This design comes from an exercise in tuning for small area, a short achievable clock period and few clock cycles on the open sky130 flow, not from production work.
Where RTL was checked, it was by simulation tests only, not by an equivalence proof against the original.
No activity file was given, so power comes from the tool's default toggle rates.

## run 1
// mips_div
module mips_div(
    input         div_clk,
    input         resetn,
    input         div_signed,
    input         div,
    input  [31:0] x,
    input  [31:0] y,
    output [31:0] s,       
    output [31:0] r,       
    output        complete
);
Size in the first run: about 1,300 cells after synthesis, about 120 flip-flops, ~130 I/O pins.
Settings: LEC_CHECK=0, CAP_MARGIN=20, CORE_MARGIN=2, CORE_UTILIZATION=40, SETUP_SLACK_MARGIN=5, SLEW_MARGIN=20; clock period 8.0 ns.
run.sh (not shown) runs the stock make flow with config.mk's settings and CLKGATE_MAP_FILE= SYNTH_SCRIPT=/design/flow/synth_recipe.tcl, a recipe that flattens the netlist after the stock synthesis.
Run 1 completed; timing, DRC and antenna clean
diff inputs: run 1 => run 2
# run 1
export LEC_CHECK = 0
export CAP_MARGIN = 20
export CORE_MARGIN = 2
export CORE_UTILIZATION = 40
export SETUP_SLACK_MARGIN = 5
export SLEW_MARGIN = 20
create_clock -name core_clock -period 8.0 [get_ports {div_clk}]
# run 2
export LEC_CHECK = 0
export CAP_MARGIN = 20
export CORE_MARGIN = 2
export CORE_UTILIZATION = 40
export SETUP_SLACK_MARGIN = 5
export SLEW_MARGIN = 20
export TNS_END_PERCENT = 0
create_clock -name core_clock -period 8.0 [get_ports {div_clk}]
==> run notes <==
- Having completed the whole flow, run 2 delivered a layout that passed the timing, design-rule and antenna checks.
- Fmax: run 2 vs run 1 up 3.6 MHz
- Between run 1 and run 2, the total instance count after detailed placement does not differ in any meaningful way.
- On total power: between run 1 and run 2, it ends up lower for run 2.
No functional check of the RTL was part of any run of this note.

========
The RTL this note starts from:
==> flow/design.v <==
module mips_div(
    input         div_clk,
    input         resetn,
    input         div_signed,
    input         div,
    input  [31:0] x,
    input  [31:0] y,
    output [31:0] s,       
    output [31:0] r,       
    output        complete
);
    localparam ST_IDLE = 2'd0, ST_LZ = 2'd1, ST_IT = 2'd3;
    reg [1:0]  st;
    reg        complete_r;
    reg [32:0] rem;      
    reg [31:0] dv;       
    reg [31:0] q;
    reg [4:0]  cnt;
    reg [4:0]  lzx;
    reg [5:0]  lzy;
    reg        xn, yn, sub;
    reg        first;    
    wire sx     = div_signed & x[31];
    wire sy     = div_signed & y[31];
    wire sub_in = ~(sx ^ sy);
    wire sneg   = ~sub;
    wire [30:0] ux = x[30:0] ^ x[31:1];
    wire [30:0] uy = y[30:0] ^ y[31:1];
    wire [4:0]  lx, ly;
    wire        ynz;
    lzc32 u_lzx(.v({1'b0, ux[30:1], 1'b1}), .z(lx), .nz());
    lzc32 u_lzy(.v({1'b0, uy[30:0]}), .z(ly), .nz(ynz));
    wire [6:0] kd = {1'b0, lzy} - {2'b0, lzx};
    wire [4:0] k  = kd[6] ? 5'd0 : kd[4:0];
    wire       kz1 = sub & (k == 5'd0);
    wire [31:0] dsh = (dv << k) | ({32{sub}} & ~({32{1'b1}} << k));
    wire [32:0] b    = {~xn, dv};
    wire [33:0] sum  = {rem, 1'b1} + {b, sub};             
    wire [32:0] t    = sum[33:1];
    wire [32:0] pp   = rem ^ b;
    wire [32:0] kk   = {rem[31:0] | b[31:0], sub};
    wire        zero = (pp == kk);                         
    wire        acc  = xn ? (t[32] | zero) : ~t[32];
    wire        last = (cnt == 5'd0);
    always @(posedge div_clk) begin
        if (!resetn) begin
            st         <= ST_IDLE;
            complete_r <= 1'b0;
        end else begin
            complete_r <= 1'b0;
            case (st)
            ST_IDLE: if (div) st <= ST_LZ;
            ST_LZ: begin
                if (!div) st <= ST_IDLE;
                else if (!acc || kz1) begin
                    st         <= ST_IDLE;
                    complete_r <= 1'b1;
                end else st <= ST_IT;
            end
            default: begin
                if (!div) st <= ST_IDLE;
                else if (last) begin
                    st         <= ST_IDLE;
                    complete_r <= 1'b1;
                end
            end
            endcase
        end
    end
    always @(posedge div_clk) begin
        xn  <= sx;
        yn  <= sy;
        sub <= sub_in;
        lzx <= (x[31] & ~div_signed) ? 5'd0 : lx;
        lzy <= (y[31] & ~div_signed) ? 6'd0 : (ynz ? {1'b0, ly} : 6'd32);
        cnt <= (st == ST_LZ) ? k : cnt - 5'd1;
        first <= (st == ST_LZ);
        if (st == ST_IT) q <= {(first ? {31{sneg}} : q[30:0]), acc ^ sneg};
        else             q <= {31'd0, (st == ST_LZ) & kz1 & acc};
        case (st)
        ST_IDLE: dv <= y ^ {32{sub_in}};
        ST_LZ:   dv <= dsh;
        default: dv <= {~xn, dv[31:1]};
        endcase
        if (st == ST_IDLE)
            rem <= {sx, x};
        else if (acc && (st == ST_IT || (st == ST_LZ && (sneg || kz1))))
            rem <= t;
    end
    assign complete = complete_r;
    assign s = q;
    assign r = rem[31:0];
endmodule
module lzc32(
    input  [31:0] v,
    output [4:0]  z,
    output        nz
);
    wire [15:0] a1, z1;
    wire [7:0]  a2;
    wire [15:0] z2;
    wire [3:0]  a3;
    wire [11:0] z3;
    wire [1:0]  a4;
    wire [7:0]  z4;
    genvar i;
    generate
        for (i = 0; i < 16; i = i + 1) begin : l1
            assign a1[i] = v[2*i+1] | v[2*i];
            assign z1[i] = ~v[2*i+1];
        end
        for (i = 0; i < 8; i = i + 1) begin : l2
            assign a2[i] = a1[2*i+1] | a1[2*i];
            assign z2[2*i+1:2*i] = a1[2*i+1] ? {1'b0, z1[2*i+1]} : {1'b1, z1[2*i]};
        end
        for (i = 0; i < 4; i = i + 1) begin : l3
            assign a3[i] = a2[2*i+1] | a2[2*i];
            assign z3[3*i+2:3*i] = a2[2*i+1] ? {1'b0, z2[4*i+3:4*i+2]} : {1'b1, z2[4*i+1:4*i]};
        end
        for (i = 0; i < 2; i = i + 1) begin : l4
            assign a4[i] = a3[2*i+1] | a3[2*i];
            assign z4[4*i+3:4*i] = a3[2*i+1] ? {1'b0, z3[6*i+5:6*i+3]} : {1'b1, z3[6*i+2:6*i]};
        end
    endgenerate
    assign z  = a4[1] ? {1'b0, z4[7:4]} : {1'b1, z4[3:0]};
    assign nz = a4[1] | a4[0];
endmodule
export LEC_CHECK = 0
export CAP_MARGIN = 20
export CORE_MARGIN = 2
export CORE_UTILIZATION = 40
export SETUP_SLACK_MARGIN = 4.8
export SLEW_MARGIN = 20
export TNS_END_PERCENT = 100
create_clock -name core_clock -period 8.0 [get_ports {div_clk}]
standard.sh (not shown) runs the stock make flow with config.mk's settings and CLKGATE_MAP_FILE= SYNTH_SCRIPT=/design/flow/synth_recipe.tcl, a recipe that flattens the netlist after the stock synthesis.
==> flow/flow/run.sh <==
#!/bin/bash
# The standard layout (standard.sh, unchanged synthesis), except that:
#  - the port buffers are plain buf_2 cells instead of the default delay-buffer cell;
#  - clock tree synthesis uses clkbuf_4/clkbuf_8 and no dummy loads.
set -euo pipefail
bash standard.sh \
  BUFFER_PORTS_ARGS="-buffer_cell sky130_fd_sc_hd__buf_2" \
  CTS_ARGS="-sink_clustering_enable -repair_clock_nets -buf_list {sky130_fd_sc_hd__clkbuf_4 sky130_fd_sc_hd__clkbuf_8} -dont_use_dummy_load" \
  finish > make_finish.log 2>&1
The baseline finished clean.
Testbench counts at the start, summed over its fixed seeds: cycles 41,434.
Next try:
Settings changed: PLACE_DENSITY from default to 0.8, SETUP_SLACK_MARGIN 4.8 to 5, TNS_END_PERCENT 100 to 0.
What happened: Non-clock buffer count goes down by 23; final cell count shrinks by 1.2%; count of clock-buffer cells in the layout is unchanged; clock power hardly moves.
Next try:
Settings changed: PLACE_DENSITY 0.8 to default.
After rerunning:
- The changed run produced a clean layout
- sequential power is about the same
- utilization goes up by 0.26 points
- power rises by about 0.36%
- non-clock buffer count came out higher by 5
- design area goes up by about 0.56%
- die area stays the same
- via count went down by 1.6%
- wire length grows by about 1.2%
- global-route usage climbs by 0.44 points
- register-to-register slack gets better by 0.04 ns
Next try:
Settings changed: TNS_END_PERCENT 0 to 100.
After rerunning: Synthesized area is unchanged. Routed wire length came out higher by 8.8%. Sequential power increases by about 4%. Cell area grows by 12%. Clock skew is higher by 0.016 ns. Non-clock buffer count grows by 47. Total power goes up by 13%. Sequential share of layout area came out lower by 2.0 points. Maximum frequency goes down by 1.4%.

========
Another version of the RTL of mips_div (not shown whole).
Size: roughly 1300 cells after synthesis, about 130 I/O pins, roughly 11000 µm² of cells after synthesis.
export LEC_CHECK = 0
export CAP_MARGIN = 20
export CORE_MARGIN = 2
export CORE_UTILIZATION = 40
export SETUP_SLACK_MARGIN = 5
export SLEW_MARGIN = 20
export TNS_END_PERCENT = 0
create_clock -name core_clock -period 8.0 [get_ports {div_clk}]
==> flow/flow/run.sh <==
#!/bin/bash
# The standard layout (standard.sh, unchanged synthesis), except that the
# port buffers are plain buf_2 cells instead of the default delay-buffer cell.
set -euo pipefail
bash standard.sh BUFFER_PORTS_ARGS="-buffer_cell sky130_fd_sc_hd__buf_2" finish > make_finish.log 2>&1
The first run passed the timing, design-rule and antenna checks.
Testbench counts at the start, summed over its fixed seeds: cycles 42,337.
==> next run, changes <==
==> flow/run.sh (new file) <==
#!/bin/bash
# synth_recipe.tcl (not shown) runs the flow's synth.tcl, then flattens the netlist and writes it again
# the make line also repeats each setting of config.mk as NAME=value (left out here)
make -C /OpenROAD-flow-scripts/flow DESIGN_CONFIG=/design/flow/config.mk WORK_HOME=/design/flow/orfs CLKGATE_MAP_FILE= SYNTH_SCRIPT=/design/flow/synth_recipe.tcl finish
removed: flow/flow/run.sh
removed: flow/standard.sh
=> The new run ran to the end with no violations. Clock power fell by a few percent. Non-clock buffer count fell by 9. Core utilization rose by 2.0 points. Routed wire length rose slightly. Final cell count fell slightly. Die area stays the same. Global-route usage rose by 0.23 points. Total power rose slightly.

========
Another version of the RTL of mips_div (not shown whole).
Size: roughly 120 flip-flops, roughly 130 I/O pins, ~11000 um2 of cells after synthesis.
==> flow/design.v (excerpt) <==
module mips_div(
    input         div_clk,
    input         resetn,
    input         div_signed,
    input         div,
    input  [31:0] x,
    input  [31:0] y,
    output [31:0] s,       
    output [31:0] r,       
    output        complete
);
export LEC_CHECK = 0
export CAP_MARGIN = 20
export CORE_MARGIN = 2
export CORE_UTILIZATION = 40
export SETUP_SLACK_MARGIN = 5
export SLEW_MARGIN = 20
export TNS_END_PERCENT = 0
create_clock -name core_clock -period 8.0 [get_ports {div_clk}]
==> flow/flow/run.sh <==
#!/bin/bash
# The standard layout (standard.sh, unchanged synthesis), except that the
# port buffers are plain buf_2 cells instead of the default delay-buffer cell.
set -euo pipefail
bash standard.sh BUFFER_PORTS_ARGS="-buffer_cell sky130_fd_sc_hd__buf_2" finish > make_finish.log 2>&1
Testbench counts at the start, summed over its fixed seeds: cycles 41,778.
==> next run, changes <==
==> flow/flow/run.sh (replaced) <==
#!/bin/bash
# The standard layout (standard.sh, unchanged synthesis), except that:
#  - the port buffers are plain buf_2 cells instead of the default delay-buffer cell;
#  - clock tree synthesis uses clkbuf_4/clkbuf_8 and no dummy loads.
set -euo pipefail
bash standard.sh \
  BUFFER_PORTS_ARGS="-buffer_cell sky130_fd_sc_hd__buf_2" \
  CTS_ARGS="-sink_clustering_enable -repair_clock_nets -buf_list {sky130_fd_sc_hd__clkbuf_4 sky130_fd_sc_hd__clkbuf_8} -dont_use_dummy_load" \
  finish > make_finish.log 2>&1
Result:
- power is lower by 7.9%
- combinational power goes down by about 2%
- worst hold slack got worse by 0.015 ns
- clock skew is higher by 0.010 ns

## port drivers added, routing unchanged
How much do the figures lean on ideal ports? The routed layouts below were timed once more, with nothing changed but the port constraints. Step 1 (the two cells are an assumption about what drives the block):
set clk [get_ports {div_clk}]
set_driving_cell -lib_cell sky130_fd_sc_hd__clkbuf_16 $clk
set_driving_cell -lib_cell sky130_fd_sc_hd__buf_2 [delete_from_list [all_inputs] $clk]
Step 2 moves the port delays by t, midway between the first and last clock arrival at a register: inputs arrive t later, outputs are due t later. That takes back most of the time a late clock gives input paths. Slacks: no drivers / after step 1 / after step 2; pairs: no drivers / after step 1.
run | t, ns | slack for setup (ns) | worst slew at a driven data input, ns
run 1 | 0.482 | 4.430 / 4.430 / 4.116 | 0.06
run 2 | 0.474 | 4.476 / 4.482 / 4.008 | 0.05
the first run of note 2 | 0.482 | 4.683 / 4.683 / 4.384 | 0.04
the second run of note 2 | 0.478 | 4.616 / 4.616 / 4.299 | 0.05
the third run of note 2 | 0.489 | 4.660 / 4.660 / 4.296 | 0.04
the fourth run of note 2 | 0.515 | 4.613 / 4.613 / 4.307 | 0.06
the first run of note 3 | 0.471 | 4.454 / 4.465 / 3.994 | 0.05
the second run of note 3 | 0.474 | 4.476 / 4.482 / 4.008 | 0.05
the first run of note 4 | 0.482 | 4.877 / 4.877 / 4.407 | 0.06
the second run of note 4 | 0.500 | 4.802 / 4.802 / 4.448 | 0.04
After both steps setup and hold are still met in every run listed. For the first run of note 4, which loses most, drivers alone change the setup slack by 0.000 ns; drivers and shift together by -0.470 ns.
